What follows belongs to an exercise in optimizing a design on an open flow for small area and a short achievable clock period; a production flow would make more cautious choices.
Where RTL was checked, it was by simulation tests only, not by an equivalence proof against the original.
Power and IR drop assume default switching activity.

== the previous run ==
// fp_addmul
module fp_addmul (
    input  wire        clk,
    input  wire        rst,
    input  wire        sub,
    input  wire [31:0] a,
    input  wire [31:0] b,
    output wire [31:0] add_result,
    output wire [31:0] mul_result
);
    wire       ok0, gt0, eq0, inv0, sa0, sm0;
    wire [7:0] em0;
    wire [4:0] tz0;
    wire [7:0] d0;
    wire [11:0] one0, two0;
    s0_ok    u_s0_ok   (.a(a[30:0]), .b(b[30:0]), .ok(ok0));
    s0_dif   u_s0_dif  (.a(a[30:0]), .b(b[30:0]), .sub(sub), .d(d0));
    s0_em    u_s0_em   (.a(a[30:0]), .b(b[30:0]), .em(em0));
    s0_cmp   u_s0_cmp  (.a(a[30:0]), .b(b[30:0]), .sub(sub), .gt(gt0), .eq(eq0));
    s0_misc  u_s0_misc (.a(a), .b(b), .sub(sub), .sa(sa0), .sm(sm0), .inv(inv0), .tz(tz0));
    s0_booth u_s0_booth (.f(b[22:0]), .one(one0), .two(two0));
    reg [22:0] a1, b1;
    reg [7:0]  ea1, em1;
    reg [7:0]  d1;
    reg        gt1, eq1, inv1, sa1, sm1;
    reg [4:0]  tz1;
    reg [11:0] one1, two1;
    reg        ok1;
    always @(posedge clk or posedge rst) begin
        if (rst)
            ok1 <= 1'b0;
        else
            ok1 <= ok0;
    end
    always @(posedge clk) begin
        a1 <= a[22:0]; b1 <= b[22:0]; ea1 <= a[30:23]; d1 <= d0; em1 <= em0;
  ...
Size in the first run: ~3,300 cells after synthesis, ~130 I/O pins, ~36,000 um^2 of cells after synthesis.
==> module s0_dif, before the edit <==
module s0_dif (input [30:0] a, input [30:0] b, input sub, output [7:0] d);
    wire [7:0] ea = a[30:23];
    wire [7:0] eb = b[30:23];
    wire       z  = (b[22:0] == 23'd0);
    wire [8:0] t  = {ea, 1'b1} + {sub ? eb : ~eb, sub ? ~z : 1'b1};
    assign d = t[8:1];
endmodule
==> module add_s1, before the edit <==
module add_s1 (
    input  [22:0] a1, b1,
    input  [7:0]  d1,       
    input         gt1, inv1,
    input  [4:0]  tz1,
    output [22:0] pa,       
    output [23:0] qs,       
    output        cin       
);
    wire [22:0] p   = gt1 ? b1 : a1;
    wire [22:0] q   = gt1 ? a1 : b1;
    wire        ivp = inv1 & gt1;
    wire        ivq = inv1 & ~gt1;
    assign pa = p ^ {23{ivp}};
    wire [23:0] qv  = {1'b1, q ^ {23{ivq}}};
    wire [7:0]  m   = gt1 ? d1 : ~d1;
    wire [23:0] tp  = gt1 ? qv : {1'b0, qv[23:1]};
    wire [23:0] t0  = m[0] ? {1'b0, tp[23:1]} : tp;
    wire [23:0] t1  = m[1] ? {2'b0, t0[23:2]} : t0;
    wire [23:0] t2  = m[2] ? {4'b0, t1[23:4]} : t1;
    wire [23:0] t3  = m[3] ? {8'b0, t2[23:8]} : t2;
    wire [23:0] t4  = m[4] ? {16'b0, t3[23:16]} : t3;
    wire        big = (|m[7:5]) | (m[4] & m[3]) | (~gt1 & (m[4:0] == 5'd23));    
    assign qs = big ? 24'd0 : t4;
    assign cin = ivp | (ivq & ~big & (tz1 > m[4:0]));
endmodule
==> module fp_addmul, before the edit <==
module fp_addmul (
    input  wire        clk,
    input  wire        rst,
    input  wire        sub,
    input  wire [31:0] a,
    input  wire [31:0] b,
    output wire [31:0] add_result,
    output wire [31:0] mul_result
);
    wire       ok0, gt0, eq0, inv0, sa0, sm0;
    wire [7:0] em0;
    wire [4:0] tz0;
    wire [7:0] d0;
    wire [11:0] one0, two0;
    s0_ok    u_s0_ok   (.a(a[30:0]), .b(b[30:0]), .ok(ok0));
    s0_dif   u_s0_dif  (.a(a[30:0]), .b(b[30:0]), .sub(sub), .d(d0));
    s0_em    u_s0_em   (.a(a[30:0]), .b(b[30:0]), .em(em0));
    s0_cmp   u_s0_cmp  (.a(a[30:0]), .b(b[30:0]), .sub(sub), .gt(gt0), .eq(eq0));
    s0_misc  u_s0_misc (.a(a), .b(b), .sub(sub), .sa(sa0), .sm(sm0), .inv(inv0), .tz(tz0));
    s0_booth u_s0_booth (.f(b[22:0]), .one(one0), .two(two0));
    reg [22:0] a1, b1;
    reg [7:0]  ea1, em1;
    reg [7:0]  d1;
    reg        gt1, eq1, inv1, sa1, sm1;
    reg [4:0]  tz1;
    reg [11:0] one1, two1;
    reg        ok1;
    always @(posedge clk or posedge rst) begin
        if (rst)
            ok1 <= 1'b0;
        else
            ok1 <= ok0;
    end
    always @(posedge clk) begin
        a1 <= a[22:0]; b1 <= b[22:0]; ea1 <= a[30:23]; d1 <= d0; em1 <= em0;
        gt1 <= gt0; eq1 <= eq0; inv1 <= inv0; sa1 <= sa0; sm1 <= sm0; tz1 <= tz0;
        one1 <= one0; two1 <= two0;
    end
    wire [22:0] pa1;
    wire [23:0] qs1;
    wire        cin1;
    add_s1 u_add_s1 (.a1(a1), .b1(b1), .d1(d1), .gt1(gt1), .inv1(inv1), .tz1(tz1),
                     .pa(pa1), .qs(qs1), .cin(cin1));
    wire [137:0] rows1;
    mul_s1 u_mul_s1 (.a1(a1), .b1(b1), .bone(one1), .btwo(two1), .rows(rows1));
    reg [23:0] ma2, mb2;
    reg        c2;
    reg [7:0]  ea2;
    reg        sa2;
    reg        mz2, nz2;
    always @(posedge clk or posedge rst) begin
        if (rst) begin
            ma2 <= 24'd0; mb2 <= 24'd0; c2 <= 1'b0; ea2 <= 8'd0; sa2 <= 1'b0;
            mz2 <= 1'b0; nz2 <= 1'b0;
        end else begin
            if (!ok1) begin
                ma2 <= 24'd0; mb2 <= 24'd0; c2 <= 1'b0;
            end else if (!eq1) begin
                ma2 <= {1'b1, pa1}; mb2 <= qs1; c2 <= cin1;
            end
            ea2 <= ok1 ? ea1 : 8'd0;
            sa2 <= ok1 & sa1;
            mz2 <= !ok1;            
            nz2 <= 1'b1;            
        end
    end
    reg [7:0]  em2;
    reg        sm2;
    reg [137:0] rows2;
    always @(posedge clk) begin
        em2 <= em1;
        sm2 <= sm1;
        rows2 <= rows1;
    end
    wire [23:0] s2;
    add_s2 u_add_s2 (.ma(ma2), .mb(mb2), .c(c2), .s(s2));
    wire [24:0] p2;
    mul_s2 u_mul_s2 (.rows(rows2), .p(p2));
    reg [23:0] s3;
    reg [7:0]  ea3;
    reg        sa3, v3, mz3, nz3;
    always @(posedge clk or posedge rst) begin
        if (rst) begin
            s3 <= 24'd0; ea3 <= 8'd0; sa3 <= 1'b0; v3 <= 1'b0; mz3 <= 1'b0; nz3 <= 1'b0;
        end else begin
            s3 <= s2; ea3 <= ea2; sa3 <= sa2; v3 <= 1'b1; mz3 <= mz2; nz3 <= nz2;
        end
    end
    reg [24:0] p3;
    reg [7:0]  em3;
    reg        sm3;
    always @(posedge clk) begin
        p3 <= p2; em3 <= em2; sm3 <= sm2;
    end
    wire [23:0] mc3;
    wire [2:0]  lf3;
    wire [7:0]  ef3;
    add_s3 u_add_s3 (.s(s3), .e(ea3), .v(v3), .mc(mc3), .lf(lf3), .ef(ef3));
    wire [31:0] mr3 = !nz3 ? 32'd0 : mz3 ? 32'h3f800000 :
                      {sm3, em3 + {7'd0, p3[24]}, p3[24] ? p3[23:1] : p3[22:0]};
    reg [23:0] mc4;
    reg [2:0]  lf4;
    reg [7:0]  ef4;
    reg        sa4;
    reg [31:0] mr4;
    always @(posedge clk or posedge rst) begin
        if (rst) begin
            mc4 <= 24'd0; lf4 <= 3'd0; ef4 <= 8'd0; sa4 <= 1'b0; mr4 <= 32'd0;
        end else begin
            mc4 <= mc3; lf4 <= lf3; ef4 <= ef3; sa4 <= sa3; mr4 <= mr3;
        end
    end
    wire [22:0] m4;
    add_s4 u_add_s4 (.mc(mc4), .lf(lf4), .m(m4));
    reg [31:0] ar5;
    always @(posedge clk or posedge rst) begin
        if (rst)
            ar5 <= 32'd0;
        else
            ar5 <= {sa4, ef4, m4};
    end
    assign add_result = ar5;
    assign mul_result = mr4;
endmodule
Settings: LEC_CHECK=0, CAP_MARGIN=20, CORE_MARGIN=2, CORE_UTILIZATION=55, SETUP_SLACK_MARGIN=5, SLEW_MARGIN=20, SYNTH_HIERARCHICAL=1, SYNTH_MINIMUM_KEEP_SIZE=0; clock period 10.0 ns.
standard.sh (not shown) runs the stock make flow with config.mk's settings and CLKGATE_MAP_FILE= SYNTH_SCRIPT=/design/flow/synth_recipe.tcl, a recipe that flattens the netlist after the stock synthesis.
==> flow/flow/run.sh <==
#!/bin/bash
# Layout flow: the standard flow (standard.sh: the standard synthesis and
# ORFS layout steps, unchanged), except that the port buffers that ORFS's
# buffer_ports inserts are buf_2 cells instead of its default choice.
set -euo pipefail
export BUFFER_PORTS_ARGS="-buffer_cell sky130_fd_sc_hd__buf_2"
bash standard.sh > standard_flow.log 2>&1
The inputs of the current run differ from those of the previous run as listed below.
--- a/flow/design.v
+++ b/flow/design.v
@@ -2,16 +2,18 @@
 module s0_ok (input [30:0] a, input [30:0] b, output ok);
     wire inf_a = (a[30:23] == 8'hff) && (a[22:0] == 23'd0);
     wire inf_b = (b[30:23] == 8'hff) && (b[22:0] == 23'd0);
     assign ok = !(inf_a || inf_b);
 endmodule
-module s0_dif (input [30:0] a, input [30:0] b, input sub, output [7:0] d);
+module s0_dif (input [30:0] a, input [30:0] b, input sub, output [4:0] dp, output [4:0] dn);
     wire [7:0] ea = a[30:23];
     wire [7:0] eb = b[30:23];
     wire       z  = (b[22:0] == 23'd0);
-    wire [8:0] t  = {ea, 1'b1} + {sub ? eb : ~eb, sub ? ~z : 1'b1};
-    assign d = t[8:1];
+    wire [7:0] d1 = ea + (sub ? eb : ~eb) + {7'd0, sub ? ~z : 1'b1};           
+    wire [7:0] d2 = ~ea + (sub ? ~eb : eb) + {6'd0, sub ? {z, ~z} : 2'b01};    
+    assign dp = d1[4:0] | {5{|d1[7:5]}};
+    assign dn = d2[4:0] | {5{|d2[7:5]}};
 endmodule
 module s0_cmp (input [30:0] a, input [30:0] b, input sub, output gt, output eq);
     wire [7:0] ea = a[30:23];
     wire [7:0] eb = b[30:23];
     wire z     = (b[22:0] == 23'd0);
@@ -60,11 +62,11 @@
     end endgenerate
 endmodule
 `timescale 1ns / 1ps
 module add_s1 (
     input  [22:0] a1, b1,
-    input  [7:0]  d1,       
+    input  [4:0]  dp1, dn1,
     input         gt1, inv1,
     input  [4:0]  tz1,
     output [22:0] pa,       
     output [23:0] qs,       
     output        cin       
@@ -73,20 +75,19 @@
     wire [22:0] q   = gt1 ? a1 : b1;
     wire        ivp = inv1 & gt1;
     wire        ivq = inv1 & ~gt1;
     assign pa = p ^ {23{ivp}};
     wire [23:0] qv  = {1'b1, q ^ {23{ivq}}};
-    wire [7:0]  m   = gt1 ? d1 : ~d1;
-    wire [23:0] tp  = gt1 ? qv : {1'b0, qv[23:1]};
-    wire [23:0] t0  = m[0] ? {1'b0, tp[23:1]} : tp;
-    wire [23:0] t1  = m[1] ? {2'b0, t0[23:2]} : t0;
-    wire [23:0] t2  = m[2] ? {4'b0, t1[23:4]} : t1;
-    wire [23:0] t3  = m[3] ? {8'b0, t2[23:8]} : t2;
-    wire [23:0] t4  = m[4] ? {16'b0, t3[23:16]} : t3;
-    wire        big = (|m[7:5]) | (m[4] & m[3]) | (~gt1 & (m[4:0] == 5'd23));    
+    wire [4:0]  d1  = gt1 ? dp1 : dn1;
+    wire [23:0] t0  = d1[0] ? {1'b0, qv[23:1]} : qv;
+    wire [23:0] t1  = d1[1] ? {2'b0, t0[23:2]} : t0;
+    wire [23:0] t2  = d1[2] ? {4'b0, t1[23:4]} : t1;
+    wire [23:0] t3  = d1[3] ? {8'b0, t2[23:8]} : t2;
+    wire [23:0] t4  = d1[4] ? {16'b0, t3[23:16]} : t3;
+    wire        big = d1[4] & d1[3];    
     assign qs = big ? 24'd0 : t4;
-    assign cin = ivp | (ivq & ~big & (tz1 > m[4:0]));
+    assign cin = ivp | (ivq & ~big & (tz1 >= d1));
 endmodule
 `timescale 1ns / 1ps
 module add_s2 (
     input  [23:0] ma, mb,
     input         c,
@@ -1107,22 +1108,21 @@
     output wire [31:0] add_result,
     output wire [31:0] mul_result
 );
     wire       ok0, gt0, eq0, inv0, sa0, sm0;
     wire [7:0] em0;
-    wire [4:0] tz0;
-    wire [7:0] d0;
+    wire [4:0] tz0, dp0, dn0;
     wire [11:0] one0, two0;
     s0_ok    u_s0_ok   (.a(a[30:0]), .b(b[30:0]), .ok(ok0));
-    s0_dif   u_s0_dif  (.a(a[30:0]), .b(b[30:0]), .sub(sub), .d(d0));
+    s0_dif   u_s0_dif  (.a(a[30:0]), .b(b[30:0]), .sub(sub), .dp(dp0), .dn(dn0));
     s0_em    u_s0_em   (.a(a[30:0]), .b(b[30:0]), .em(em0));
     s0_cmp   u_s0_cmp  (.a(a[30:0]), .b(b[30:0]), .sub(sub), .gt(gt0), .eq(eq0));
     s0_misc  u_s0_misc (.a(a), .b(b), .sub(sub), .sa(sa0), .sm(sm0), .inv(inv0), .tz(tz0));
     s0_booth u_s0_booth (.f(b[22:0]), .one(one0), .two(two0));
     reg [22:0] a1, b1;
     reg [7:0]  ea1, em1;
-    reg [7:0]  d1;
+    reg [4:0]  dp1, dn1;
     reg        gt1, eq1, inv1, sa1, sm1;
     reg [4:0]  tz1;
     reg [11:0] one1, two1;
     reg        ok1;
     always @(posedge clk or posedge rst) begin
@@ -1130,18 +1130,18 @@
             ok1 <= 1'b0;
         else
             ok1 <= ok0;
     end
     always @(posedge clk) begin
-        a1 <= a[22:0]; b1 <= b[22:0]; ea1 <= a[30:23]; d1 <= d0; em1 <= em0;
+        a1 <= a[22:0]; b1 <= b[22:0]; ea1 <= a[30:23]; dp1 <= dp0; dn1 <= dn0; em1 <= em0;
         gt1 <= gt0; eq1 <= eq0; inv1 <= inv0; sa1 <= sa0; sm1 <= sm0; tz1 <= tz0;
         one1 <= one0; two1 <= two0;
     end
     wire [22:0] pa1;
     wire [23:0] qs1;
     wire        cin1;
-    add_s1 u_add_s1 (.a1(a1), .b1(b1), .d1(d1), .gt1(gt1), .inv1(inv1), .tz1(tz1),
+    add_s1 u_add_s1 (.a1(a1), .b1(b1), .dp1(dp1), .dn1(dn1), .gt1(gt1), .inv1(inv1), .tz1(tz1),
                      .pa(pa1), .qs(qs1), .cin(cin1));
     wire [137:0] rows1;
     mul_s1 u_mul_s1 (.a1(a1), .b1(b1), .bone(one1), .btwo(two1), .rows(rows1));
     reg [23:0] ma2, mb2;
     reg        c2;
## What came out
- Final instance area: the current run worse than the previous run
- Non-clock buffer count: the current run higher than the previous run
- The current run vs the previous run: part of the power in the clock network up
- Between the previous run and the current run, share of cell area taken by flip-flops and latches decreased.
- Count of inverters not on the clock network in the layout on the current run is up relative to the previous run.
- Of the current run and the previous run, the run reporting the higher final worst-path cycle share was the current run.
- Critical path depth: the current run and the previous run compared, higher one is the current run
- Sort the current run and the previous run by layout overhead on the synthesized area, ascending, and the previous run comes first.
- Against the previous run, the current run comes in 3 lower on number of cells on the worst reg-to-reg path.
The RTL of the current run was laid out without a check of its function.

[static timing again, ports no longer ideal]
The flow's constraints put no driver on any port. The routed layouts listed below were extracted and timed again, unchanged, in two steps. Step 1 (the two cells are an assumption about what drives the block):
set clk [get_ports {clk}]
set_driving_cell -lib_cell sky130_fd_sc_hd__clkbuf_16 $clk
set_driving_cell -lib_cell sky130_fd_sc_hd__buf_2 [delete_from_list [all_inputs] $clk]
Step 2 times the ports against the registers' clock, not the clock port: input delays grow and output delays shrink by t, the midpoint of the rising clock arrivals with the driver on. a / b / c = no drivers / after step 1 / after step 2; a / b = the first two.
run	shift t [ns]	setup slack, ns	hold slack, ns	worst slew at a driven data input, ns
the previous run	0.690	6.157 / 6.157 / 5.552	0.320 / 0.320 / 0.320	0.06
the current run	0.665	5.162 / 5.203 / 4.538	0.321 / 0.321 / 0.321	0.07
After both steps setup and hold are still met in every run listed. The setup slack of the current run, which loses most, moves by +0.041 ns with the drivers and by -0.624 ns with both steps.
